This is an optimization exercise on Yosys and OpenROAD, whose aim is small area and a short achievable clock period, not a production implementation. RTL that was checked went through simulation tests only; none was proved equivalent to the original. No activity file was given, so power comes from the tool's default toggle rates.

==> inputs of trial 56 <==
==> flow/design.v <==
module Val2gen (
    input         m,
    input         I,
    input  [31:0] Val_RM,
    input  [11:0] imm,
    input  [11:0] shift_operand,
    output [31:0] Val2
);
wire [4:0] n   = shift_operand[11:7];
wire [1:0] st  = shift_operand[6:5];
wire       t_lsl = (st == 2'b00);
wire       t_ror = (st == 2'b11);
wire       t_asr = (st == 2'b10);
wire       nm    = ~m;
wire       sh    = nm & ~I;
wire [30:0] hi;
wire [31:0] lo;
genvar i;
generate
    for (i = 0; i < 31; i = i + 1) begin : g_hi
        wire rs = (t_ror & Val_RM[i]) | (t_asr & Val_RM[31]) | (t_lsl & Val_RM[i+1]);
        if (i < 8)
            assign hi[i] = I ? imm[i] : rs;
        else
            assign hi[i] = ~I & rs;
    end
    for (i = 0; i < 32; i = i + 1) begin : g_lo
        if (i < 8)
            assign lo[i] = sh ? (~t_lsl & Val_RM[i]) : imm[i];
        else if (i < 12)
            assign lo[i] = sh ? (~t_lsl & Val_RM[i]) : (m & imm[i]);
        else if (i < 31)
            assign lo[i] = sh & ~t_lsl & Val_RM[i];
        else
            assign lo[i] = sh & (t_lsl ? Val_RM[0] : Val_RM[31]);
    end
endgenerate
wire [4:0] k = {5{nm}} & (I ? {imm[11:8], 1'b0} : (n ^ {5{t_lsl}}));
wire [62:0] s0 = {hi, lo};
wire [46:0] s4 = k[4] ? s0[62:16] : s0[46:0];
wire [38:0] s3 = k[3] ? s4[46:8]  : s4[38:0];
wire [34:0] s2 = k[2] ? s3[38:4]  : s3[34:0];
wire [32:0] s1 = k[1] ? s2[34:2]  : s2[32:0];
assign Val2    = k[0] ? s1[32:1]  : s1[31:0];
endmodule
module ALU (input [3:0] ALU_Comnd,
            input [31:0] Val1, Val2,
            input C,
            output [31:0] ALU_out,
            output [3:0] SR);
wire [3:0] cmd = ALU_Comnd;
wire add   = cmd == 4'b0010;
wire adc   = cmd == 4'b0011;
wire sub   = cmd == 4'b0100;
wire sbc   = cmd == 4'b0101;
wire arith = add | adc | sub | sbc;
wire neg   = sub | sbc;
wire pos   = add | adc;
wire cin   = ((adc | sbc) & C) | sub;
reg [3:0] t;
always @(*) begin
    case (cmd)
    4'b0001: t = 4'b1010;            
    4'b1001: t = 4'b0101;            
    4'b0010, 4'b0011,
    4'b1000: t = 4'b0110;            
    4'b0100, 4'b0101: t = 4'b1001;   
    4'b0110: t = 4'b1000;            
    4'b0111: t = 4'b1110;            
    default: t = 4'b0000;
    endcase
end
wire [31:0] A = Val1, B = Val2;
wire [31:0] X, g, k;
genvar i;
generate
    for (i = 0; i < 32; i = i + 1) begin : g_bit
        assign X[i] = t[{A[i], B[i]}];
        assign g[i] = A[i] & ((B[i] & pos) | (~B[i] & neg));
        assign k[i] = (A[i] & arith) | (B[i] & pos) | (~B[i] & neg);
    end
endgenerate
wire [32:0] c;       
prefix_carry #(.N(32), .TYPE(1)) pc (.g(g), .k(k), .cin(cin), .c(c));
assign ALU_out = X ^ c[31:0];
wire [31:0] zb = ~(X ^ {k[30:0], cin});
wire Z1 = &zb;
wire N1 = ALU_out[31];
wire C1 = c[32] ^ neg;
wire V1 = arith & ~(A[31] ^ B[31] ^ neg) & (A[31] ^ c[31]);
assign SR = {Z1, C1, N1, V1};
endmodule
module prefix_carry #(parameter N = 32, parameter TYPE = 1) (
    input  [N-1:0] g, k,
    input          cin,
    output [N:0]   c
);
localparam L = 5;    
localparam S = 2*L;
wire [N*(S+1)-1:0] G, K;
genvar s, i;
generate
    for (i = 0; i < N; i = i + 1) begin : g_l0
        if (i == 0) begin : g_c
            assign G[0] = g[0] | (k[0] & cin);
            assign K[0] = 1'b0;
        end else begin : g_n
            assign G[i] = g[i];
            assign K[i] = k[i];
        end
    end
    for (s = 1; s <= S; s = s + 1) begin : g_st
        for (i = 0; i < N; i = i + 1) begin : g_b
            localparam integer J =
                (TYPE == 0) ? ((s <= L && i >= (1 << (s-1))) ? i - (1 << (s-1)) : -1) :
                (TYPE == 1) ? ((s <= L && ((i >> (s-1)) & 1)) ? ((i >> (s-1)) << (s-1)) - 1 : -1) :
                (TYPE == 2) ? ((s <= L) ? ((((i + 1) % (1 << s)) == 0) ? i - (1 << (s-1)) : -1)
                                        : ((s < S && ((i + 1) % (1 << (S-s))) == (1 << (S-s-1)) && i >= (1 << (S-s)))
                                              ? i - (1 << (S-s-1)) : -1)) :
                      ((s <= L) ? (((i % 2) == 1 && i >= (1 << (s-1))) ? i - (1 << (s-1)) : -1)
                            : ((s == L+1 && (i % 2) == 0 && i > 0) ? i - 1 : -1));
            if (J >= 0) begin : g_op
                assign G[s*N+i] = G[(s-1)*N+i] | (K[(s-1)*N+i] & G[(s-1)*N+J]);
                assign K[s*N+i] = K[(s-1)*N+i] & K[(s-1)*N+J];
            end else begin : g_pass
                assign G[s*N+i] = G[(s-1)*N+i];
                assign K[s*N+i] = K[(s-1)*N+i];
            end
        end
    end
endgenerate
assign c = {G[S*N +: N], cin};
endmodule
module EXE_stage(
                input [31:0] PC,
                input MEM_R_EN,
                input MEM_W_EN,
                input [3:0] EXE_CMD,
                input S,
                input I,
                input [31:0] Val_RN,
                input [31:0] Val_RM,
                input [11:0] imm,
                input [11:0] shift_operand,
                input signed [23:0] signed_immed_24,
                input [3:0] status,
                output wire [31:0] BranchAddr,
                output [3:0] status_out,
                output wire [31:0] ALU_out
                );
wire [31:0] Val2;
            Val2gen val2gen_instance (
                                      .m(MEM_R_EN|MEM_W_EN),
                                      .I(I),
                                      .Val_RM(Val_RM),
                                      .imm(imm),
                                      .shift_operand(shift_operand),
                                      .Val2(Val2)
                                     );
wire [24:0] ba_lo = {1'b0, PC[25:2]} + {1'b0, signed_immed_24};
wire        ba_c  = ba_lo[24];
wire        ba_s  = signed_immed_24[23];
wire [5:0]  ba_h  = PC[31:26];
wire [5:0]  ba_hi;
genvar j;
generate
    for (j = 0; j < 6; j = j + 1) begin : g_hi
        wire ones  = (j == 0) ? 1'b1 : &ba_h[(j == 0 ? 0 : j-1):0];
        wire zeros = (j == 0) ? 1'b1 : ~|ba_h[(j == 0 ? 0 : j-1):0];
        assign ba_hi[j] = ba_h[j] ^ ((ba_c & ~ba_s & ones) | (~ba_c & ba_s & zeros));
    end
endgenerate
assign BranchAddr = {ba_hi, ba_lo[23:0], PC[1:0]};
            ALU alu_instance(
                             .ALU_Comnd(EXE_CMD),
                             .Val1(Val_RN),
                             .Val2(Val2),
                             .C(status[2]),
                             .ALU_out(ALU_out),
                             .SR(status_out)
                            );
endmodule
module arm_exe (
    input             clk,
    input             rst,
    input      [31:0] PC,
    input             MEM_R_EN,
    input             MEM_W_EN,
    input      [3:0]  EXE_CMD,
    input             I,
    input      [31:0] Val_RN,
    input      [31:0] Val_RM,
    input      [11:0] imm,
    input      [11:0] shift_operand,
    input      [23:0] signed_immed_24,
    input      [3:0]  status,
    output reg [31:0] BranchAddr,
    output reg [3:0]  status_out,
    output reg [31:0] ALU_out
);
wire [31:0] branch_w, alu_w;
wire [3:0]  status_w;
EXE_stage exe (
    .PC(PC), .MEM_R_EN(MEM_R_EN), .MEM_W_EN(MEM_W_EN), .EXE_CMD(EXE_CMD),
    .S(1'b0), .I(I), .Val_RN(Val_RN), .Val_RM(Val_RM), .imm(imm),
    .shift_operand(shift_operand), .signed_immed_24(signed_immed_24),
    .status(status), .BranchAddr(branch_w), .status_out(status_w),
    .ALU_out(alu_w)
);
always @(posedge clk or posedge rst) begin
    if (rst) begin
        BranchAddr <= 32'b0;
        status_out <= 4'b0;
        ALU_out    <= 32'b0;
    end else begin
        BranchAddr <= branch_w;
        status_out <= status_w;
        ALU_out    <= alu_w;
    end
end
endmodule
==> flow/flow/run.sh <==
#!/bin/bash
# Own layout flow: the standard ORFS flow (standard.sh) with these changes:
#  - synthesis maps with the ABC script in flow/abc.script (map with a
#    3.5 ns delay target and area recovery, in place of ORFS's own scripts),
#  - the port buffers that global placement inserts are buf_1 cells,
#  - clock tree synthesis uses small buffers and no dummy loads.
# Everything else (synthesis script, floorplan, power grid, tap cells,
# placement, CTS, routing) is the standard flow. Each tool's output goes
# to the ORFS logs under orfs/logs; make's own output to flow_make.log.
set -euo pipefail
W=$(pwd)
rm -rf "$W/own_scripts"
cp -r "$FLOW_HOME/scripts" "$W/own_scripts"
cp "$W/flow/abc.script" "$W/own_scripts/abc_area.script"
export SCRIPTS_DIR="$W/own_scripts"
export BUFFER_PORTS_ARGS="-buffer_cell sky130_fd_sc_hd__buf_1"
# clock tree of clkbuf_4 and clkbuf_8 cells, and
# no dummy loads
export CTS_ARGS="-sink_clustering_enable -repair_clock_nets -buf_list \"sky130_fd_sc_hd__clkbuf_4 sky130_fd_sc_hd__clkbuf_8\" -dont_use_dummy_load"
bash "$W/standard.sh" > "$W/flow_make.log" 2>&1
==> flow/flow/abc.script <==
strash
dch -f
map -D 3500
buffer -c
upsize -c
dnsize -c
==> flow/standard.sh <==
#!/bin/bash
# synth_recipe.tcl (not shown) runs the flow's synth.tcl, then flattens the netlist and writes it again
# the make line also repeats each setting of config.mk as NAME=value (left out here)
make -C /OpenROAD-flow-scripts/flow DESIGN_CONFIG=/design/flow/config.mk WORK_HOME=/design/flow/orfs CLKGATE_MAP_FILE= SYNTH_SCRIPT=/design/flow/synth_recipe.tcl "${@:-finish}"
==> flow/config.mk <==
export PLATFORM = sky130hd
export DESIGN_NAME = arm_exe
export DESIGN_NICKNAME = arm_exe
export VERILOG_FILES = /design/flow/design.v
export SDC_FILE = /design/flow/constraint.sdc
export NUM_CORES = 4
export LEC_CHECK = 0
export ABC_AREA = 1
export CAP_MARGIN = 20
export CORE_MARGIN = 2
export CORE_UTILIZATION = 50
export PLACE_DENSITY = 0.7
export SETUP_SLACK_MARGIN = 3.8
export SLEW_MARGIN = 20
==> flow/constraint.sdc <==
create_clock -name core_clock -period 10.0 [get_ports {clk}]
set_input_delay 2.0000 -clock core_clock [delete_from_list [all_inputs] [get_ports {clk}]]
set_output_delay 2.0000 -clock core_clock [all_outputs]
set_load 0.01 [all_outputs]
==> trial 13: changes against trial 56 <==
==> flow/flow/abc.script (replaced) <==
strash
dch
map -D 3500
buffer -c
upsize -c
dnsize -c
- CORE_UTILIZATION: 50 -> 40
- PLACE_DENSITY: 0.7 -> 0.6
==> trial 82: changes against trial 56 <==
--- a/flow/design.v
+++ b/flow/design.v
@@ -9,9 +9,10 @@
 wire [4:0] n   = shift_operand[11:7];
 wire [1:0] st  = shift_operand[6:5];
-wire       t_lsl = (st == 2'b00);
-wire       t_ror = (st == 2'b11);
-wire       t_asr = (st == 2'b10);
-wire       nm    = ~m;
-wire       sh    = nm & ~I;
+wire       sh  = ~(m | I);
+wire       lsl = sh & (st == 2'b00);
+wire       ror = sh & (st == 2'b11);
+wire       asr = sh & (st == 2'b10);
+wire       rm_lo = sh & ~lsl;           
+wire [31:0] imx = {24'b0, imm[7:0]};
 wire [30:0] hi;
 wire [31:0] lo;
@@ -19,22 +20,18 @@
 generate
     for (i = 0; i < 31; i = i + 1) begin : g_hi
-        wire rs = (t_ror & Val_RM[i]) | (t_asr & Val_RM[31]) | (t_lsl & Val_RM[i+1]);
-        if (i < 8)
-            assign hi[i] = I ? imm[i] : rs;
-        else
-            assign hi[i] = ~I & rs;
+        assign hi[i] = (ror & Val_RM[i]) | (asr & Val_RM[31]) | (lsl & Val_RM[i+1]) | (I & imx[i]);
     end
     for (i = 0; i < 32; i = i + 1) begin : g_lo
         if (i < 8)
-            assign lo[i] = sh ? (~t_lsl & Val_RM[i]) : imm[i];
+            assign lo[i] = (rm_lo & Val_RM[i]) | (~sh & imm[i]);
         else if (i < 12)
-            assign lo[i] = sh ? (~t_lsl & Val_RM[i]) : (m & imm[i]);
+            assign lo[i] = (rm_lo & Val_RM[i]) | (m & imm[i]);
         else if (i < 31)
-            assign lo[i] = sh & ~t_lsl & Val_RM[i];
+            assign lo[i] = rm_lo & Val_RM[i];
         else
-            assign lo[i] = sh & (t_lsl ? Val_RM[0] : Val_RM[31]);
+            assign lo[i] = (rm_lo & Val_RM[31]) | (lsl & Val_RM[0]);
     end
 endgenerate
-wire [4:0] k = {5{nm}} & (I ? {imm[11:8], 1'b0} : (n ^ {5{t_lsl}}));
+wire [4:0] k = m ? 5'd0 : I ? {imm[11:8], 1'b0} : lsl ? ~n : n;
 wire [62:0] s0 = {hi, lo};
 wire [46:0] s4 = k[4] ? s0[62:16] : s0[46:0];
@@ -158,18 +155,6 @@
                                       .Val2(Val2)
                                      );
-wire [24:0] ba_lo = {1'b0, PC[25:2]} + {1'b0, signed_immed_24};
-wire        ba_c  = ba_lo[24];
-wire        ba_s  = signed_immed_24[23];
-wire [5:0]  ba_h  = PC[31:26];
-wire [5:0]  ba_hi;
-genvar j;
-generate
-    for (j = 0; j < 6; j = j + 1) begin : g_hi
-        wire ones  = (j == 0) ? 1'b1 : &ba_h[(j == 0 ? 0 : j-1):0];
-        wire zeros = (j == 0) ? 1'b1 : ~|ba_h[(j == 0 ? 0 : j-1):0];
-        assign ba_hi[j] = ba_h[j] ^ ((ba_c & ~ba_s & ones) | (~ba_c & ba_s & zeros));
-    end
-endgenerate
-assign BranchAddr = {ba_hi, ba_lo[23:0], PC[1:0]};
+assign BranchAddr[1:0]  = PC[1:0];
+assign BranchAddr[31:2] = PC[31:2] + {{6{signed_immed_24[23]}}, signed_immed_24};
             ALU alu_instance(
                              .ALU_Comnd(EXE_CMD),
==> flow/flow/run.sh (replaced) <==
#!/bin/bash
# Own layout flow: the standard ORFS flow (standard.sh) with two changes:
#  - synthesis maps with the ABC script in flow/abc.script (an area-oriented
#    mapping; OpenROAD's repair steps buffer and size the netlist later),
#  - the port buffers that global placement inserts are buf_1 cells.
# Everything else (synthesis script, floorplan, power grid, tap cells,
# placement, CTS, routing) is the standard flow. Each tool's output goes
# to the ORFS logs under orfs/logs; make's own output to flow_make.log.
set -euo pipefail
W=$(pwd)
rm -rf "$W/own_scripts"
cp -r "$FLOW_HOME/scripts" "$W/own_scripts"
cp "$W/flow/abc.script" "$W/own_scripts/abc_area.script"
export SCRIPTS_DIR="$W/own_scripts"
export BUFFER_PORTS_ARGS="-buffer_cell sky130_fd_sc_hd__buf_1"
bash "$W/standard.sh" > "$W/flow_make.log" 2>&1
==> flow/flow/abc.script (replaced) <==
strash
&get -n
&dch
&nf
&put
- CORE_UTILIZATION: 50 -> 40
- PLACE_DENSITY: 0.7 -> 0.6
- SETUP_SLACK_MARGIN: 3.8 -> default
==> summary of the runs <==
Trial 82 finished clean. Trial 56 passed the timing, DRC and antenna checks. Trial 13 went through all stages and came out clean.
In count of clock-buffer cells in the layout, trial 56 and trial 13 do not differ.
Sequential power: trial 56 is larger than trial 82 (about 3%).
In power, trial 82 and trial 56 hardly differ.
Against trial 82, the via count of trial 56 is higher by 20%.
The lowest critical path depth belongs to trial 82, the highest to trial 56.
Hold slack: trial 56 < trial 13 < trial 82.
In trial 13 the non-clock buffer count is higher than in trial 82, by 1.
==> figures <==
                                                                                     trial 13                 trial 82                 trial 56
Internal Pwr Total                                                                     609 uW                   709 uW                   616 uW
DP Cell Count                                                                            1870                     1434                     1834
Buffers & Inverters on Critical Path                                                        4                        3                        7
Sequential element share of the synthesized area                                        18.9%                    20.1%                    18.5%
Placed instance area                                                               9780 sq um               9700 sq um               9910 sq um
Sequential share of cell area                                                           16.4%                    16.7%                    16.1%
Non-clk buf share                                                                       10.2%                    9.97%                    10.8%
Worst Setup Slack, final                                                              4.15 ns                  1.59 ns                  4.08 ns
Core box area                                                                     21800 sq um              20400 sq um              17800 sq um
Leakage                                                                            0.00458 uW               0.00382 uW               0.00448 uW
Count of placed standard cells in the final layout, fillers left out                     1899                     1450                     1867
Logic power comb                                                                       619 uW                   481 uW                   598 uW
CP Depth                                                                                   27                       19                       33
Area fraction of clock buffers and clock inverters                                      1.21%                    3.02%                    1.19%
Result of the run                                                     complete, no violations  complete, no violations  complete, no violations
No functional check of the RTL was part of trial 82.

static timing again, ports no longer ideal:
Ports are ideal in the flow. The routed layouts listed here were re-timed in OpenROAD.
Step 1: set_driving_cell puts a clkbuf_16 on clk and a buf_2 on each other input, an assumption about the parent block.
Step 2 adds t to the input delays and takes it off the output delays; t is the mean of the earliest and latest rising clock arrival at the registers after step 1. Input paths then give back, and output paths get back, about the clock's delay inside the block.
Three values: ideal ports, drivers, drivers and shift; two values: the first two.
run	shift t [ns]	setup slack, ns	worst setup path at the end	slew at the worst register clock pin (ns)	worst data-port slew with drivers (ns)
trial 56	0.401	4.084 / 4.102 / 3.701	input to register	0.09 / 0.09	0.05
trial 13	0.396	4.146 / 4.163 / 3.766	input to register	0.09 / 0.09	0.08
trial 82	0.378	1.588 / 1.612 / 1.234	input to register	0.06 / 0.06	0.08
After both steps setup and hold are still met in every run listed. The setup slack of trial 56, which loses most, moves by +0.018 ns with the drivers and by -0.383 ns with both steps.
